Context: an optimization exercise on an open-source flow, tuned for small area and a short achievable clock period. The choices shown serve that exercise and are no tape-out recipe.
At most, simulation tests tie the RTL to the original design; equivalence was not proved.

## the previous run
==> flow/design.v <==
`timescale 1ns / 1ps
module mod (
    input logic clk,
    input logic reset,
    input logic [15:0] samp,
    output logic pull,
    output logic pdata
);
    localparam logic [39:0] TH  = 40'h00014CCCCC;
    localparam logic [39:0] ONE = 40'h0001000000;
    localparam logic [39:0] K   = ~(TH + ONE) + 40'd1;    
    logic [7:0]  cnt;
    logic [15:0] sv;
    logic [39:2] x;
    logic [39:8] p;
    logic        q;
    logic        c0, c1, q_n;
    logic [39:2] x_n;
    logic [39:8] p_n;
    assign c0 = ({x, 2'b00} >= TH) && !x[39];
    assign c1 = ({x, 2'b00} >= (TH << 1)) && ({x, 2'b00} < (40'h8000000000 + TH));
    assign q_n = q ? c1 : c0;
    assign x_n = x + {p, 6'b0} + (q ? K[39:2] : 38'd0);
    assign p_n = p + {{16{q}}, sv};
    always_ff @(posedge clk or posedge reset) begin
        if (reset) begin
            cnt <= 8'hFF;
            sv  <= '0;
            x   <= '0;
            p   <= '0;
            q   <= 1'b0;
        end else begin
            cnt <= cnt + 8'd1;
            if (cnt == 8'hFF) sv <= samp;
            x <= x_n;
            p <= p_n;
            q <= q_n;
        end
    end
    assign pull  = (cnt == 8'hFF);
    assign pdata = q;
endmodule
Settings: LEC_CHECK=0, CAP_MARGIN=20, CORE_MARGIN=2, CORE_UTILIZATION=40, SLEW_MARGIN=20; clock period 5.2 ns.
run.sh (not shown) runs the stock make flow with config.mk's settings and CLKGATE_MAP_FILE= SYNTH_SCRIPT=/design/flow/synth_recipe.tcl, a recipe that flattens the netlist after the stock synthesis.
The previous run reached the final stage; the timing, design-rule and antenna checks on its layout passed.
Input changes introduced in the current run (baseline for comparison: the previous run):
Settings: SETUP_SLACK_MARGIN newly set to 2.5.
Reported for the previous run and the current run, count of flip-flops with a built-in enable after synthesis turned out identical to the last digit.
Compared with the previous run, the current run shows a lower final weighted congestion in routability-driven placement.
Re relative area of non-clock buffer cells in the final design: the current run is 4.1 points up on the previous run.
On global-route usage: the current run sits above the previous run.
[the current run] number of antenna violations at the first check in global routing rose 1 relative to the previous run
Side by side, sequential share of layout area turned out lower in the current run than in the previous run.
Summary of the current run over the previous run: core utilization increased by 6.1 points relative to the old numbers; critical path depth in cells increased by 3 relative to the old numbers.
Function was not checked in any run of this note: the RTL went through the layout flow alone.

* * *

mod, a different RTL version from the one above (not shown whole).
export LEC_CHECK = 0
export ABC_AREA = 1
export CAP_MARGIN = 20
export CORE_MARGIN = 2
export CORE_UTILIZATION = 40
export SETUP_SLACK_MARGIN = 3.1
export SLEW_MARGIN = 20
create_clock -name core_clock -period 5.2 [get_ports {clk}]
standard.sh (not shown) runs the stock make flow with config.mk's settings and CLKGATE_MAP_FILE= SYNTH_SCRIPT=/design/flow/synth_recipe.tcl, a recipe that flattens the netlist after the stock synthesis.
==> flow/flow/run.sh <==
#!/bin/bash
# The standard layout (the standard.sh), but without Yosys's full-adder
# extraction (ADDER_MAP_FILE empty): ABC then maps the adders itself, into
# faster gates than the fixed sky130 fa/ha cells. Registers are unchanged.
# The port buffers are the smallest buffer cell (buffer_ports -buffer_cell).
set -euo pipefail
bash standard.sh ADDER_MAP_FILE= 'BUFFER_PORTS_ARGS=-buffer_cell sky130_fd_sc_hd__buf_1'  finish > standard_flow.log 2>&1
Edit:
--- a/flow/config.mk
+++ b/flow/config.mk
@@ -11,3 +11,3 @@
 export CORE_UTILIZATION = 40
-export SETUP_SLACK_MARGIN = 3.1
+export SETUP_SLACK_MARGIN = 3.0
 export SLEW_MARGIN = 20
The new run completed with no timing, DRC or antenna violations.
Critical path depth does not change.
Utilization goes down by 0.79 points.

* * *

Setup of build 24:
mod, a different RTL version from the one above (not shown whole).
Size in the first run: about 920 cells after synthesis, roughly 110 flip-flops, ~20 I/O pins, about 6600 um^2 of cells after synthesis.
Settings: LEC_CHECK=0, ABC_AREA=1, CAP_MARGIN=20, CORE_MARGIN=2, CORE_UTILIZATION=40, SETUP_SLACK_MARGIN=2.9, SLEW_MARGIN=20; clock period 5.2 ns.
Scripts as last shown in full above: flow/flow/run.sh
Both conditions hold for build 24: the flow ran to the end and the final layout passed the timing, design-rule and antenna checks.
The inputs of build 35 differ from those of build 24 as listed below.
Settings: SETUP_SLACK_MARGIN: 2.9 -> 3.2.
==> flow/flow/run.sh <==
#!/bin/bash
# The standard layout (the standard.sh), but without Yosys's full-adder
# extraction (ADDER_MAP_FILE empty): ABC then maps the adders itself, into
# faster gates than the fixed sky130 fa/ha cells. Registers are unchanged.
set -euo pipefail
bash standard.sh ADDER_MAP_FILE=  finish > standard_flow.log 2>&1
[summary]
Both conditions hold for build 35: the flow ran to the end and the final layout passed the timing, design-rule and antenna checks.
On build 35: minimum clock period after layout is 110 ps lower than what build 24 gave.
Detailed placer's ending HPWL went up by a few percent going from build 24 to build 35.
Compare build 35 and build 24 | pin count of the biggest net entering global routing higher: build 24
Depth of the critical timing path with buffers and inverters included is higher on build 24
Between build 35 and build 24, it is build 35 whose sequential share of layout area is lower, by 3.0 points.
Relative to build 24, placer congestion estimate has gone down in build 35.
In the metrics for build 35 and build 24, the one carrying the lower global-route usage is build 24.
On build 35: wire length of the first global-routing pass is 4.2% higher than what build 24 gave.
## Diff of input files: build 33 against build 35
Settings: CORE_UTILIZATION: 40 -> 50; SETUP_SLACK_MARGIN: 3.2 -> 2.9.
==> summary.txt <==
- Per the comparison of build 33 with build 35, minimum clock period after layout now larger, sequential share of layout area went up 2.8 points, signed area change from the synthesized netlist to the final layout moved down.
- Utilization build 35 -> build 33: up
- Build 35 and build 33 ended up with nearly the same worst-case clock skew.

afterwards: timing with drivers on the ports:
No port has a modelled driver above. Below, the same layouts with a new extraction and two added sets of constraints. Step 1 sets driving cells, clkbuf_16 on the clock port and buf_2 on the other inputs (assumed; they add their load-dependent delay and slew). Step 2 times the ports against the registers' clock, not the clock port: input delays grow and output delays shrink by t, the midpoint of the rising clock arrivals with the driver on. Slacks: no drivers / after step 1 / after step 2; pairs: no drivers / after step 1.
run | t (ns) | setup slack, ns | hold WS [ns] | worst setup path at the end | worst slew at a driven data input, ns
the previous run | 0.395 | 1.566 / 1.566 / 1.566 | 0.463 / 0.463 / 0.463 | register to register | 0.04
the current run | 0.396 | 1.990 / 1.990 / 1.990 | 0.503 / 0.503 / 0.503 | register to register | 0.04
the first run of note 2 | 0.396 | 3.161 / 3.119 / 3.189 | 0.487 / 0.487 / 0.487 | register to register | 0.03
the second run of note 2 | 0.391 | 3.144 / 3.101 / 3.171 | 0.487 / 0.487 / 0.487 | register to register | 0.03
build 24 | 0.399 | 3.080 / 3.080 / 3.080 | 0.486 / 0.486 / 0.486 | register to register | 0.03
build 35 | 0.388 | 3.191 / 3.149 / 2.997 | 0.490 / 0.490 / 0.490 | input, reset recovery | 0.03
build 33 | 0.396 | 3.037 / 2.995 / 2.983 | 0.490 / 0.490 / 0.490 | input, reset recovery | 0.04
After both steps every run listed still meets setup and hold. For build 35, which loses most, drivers alone change the setup slack by -0.042 ns; drivers and shift together by -0.194 ns. The worst setup slack also covers recovery checks on asynchronous resets.
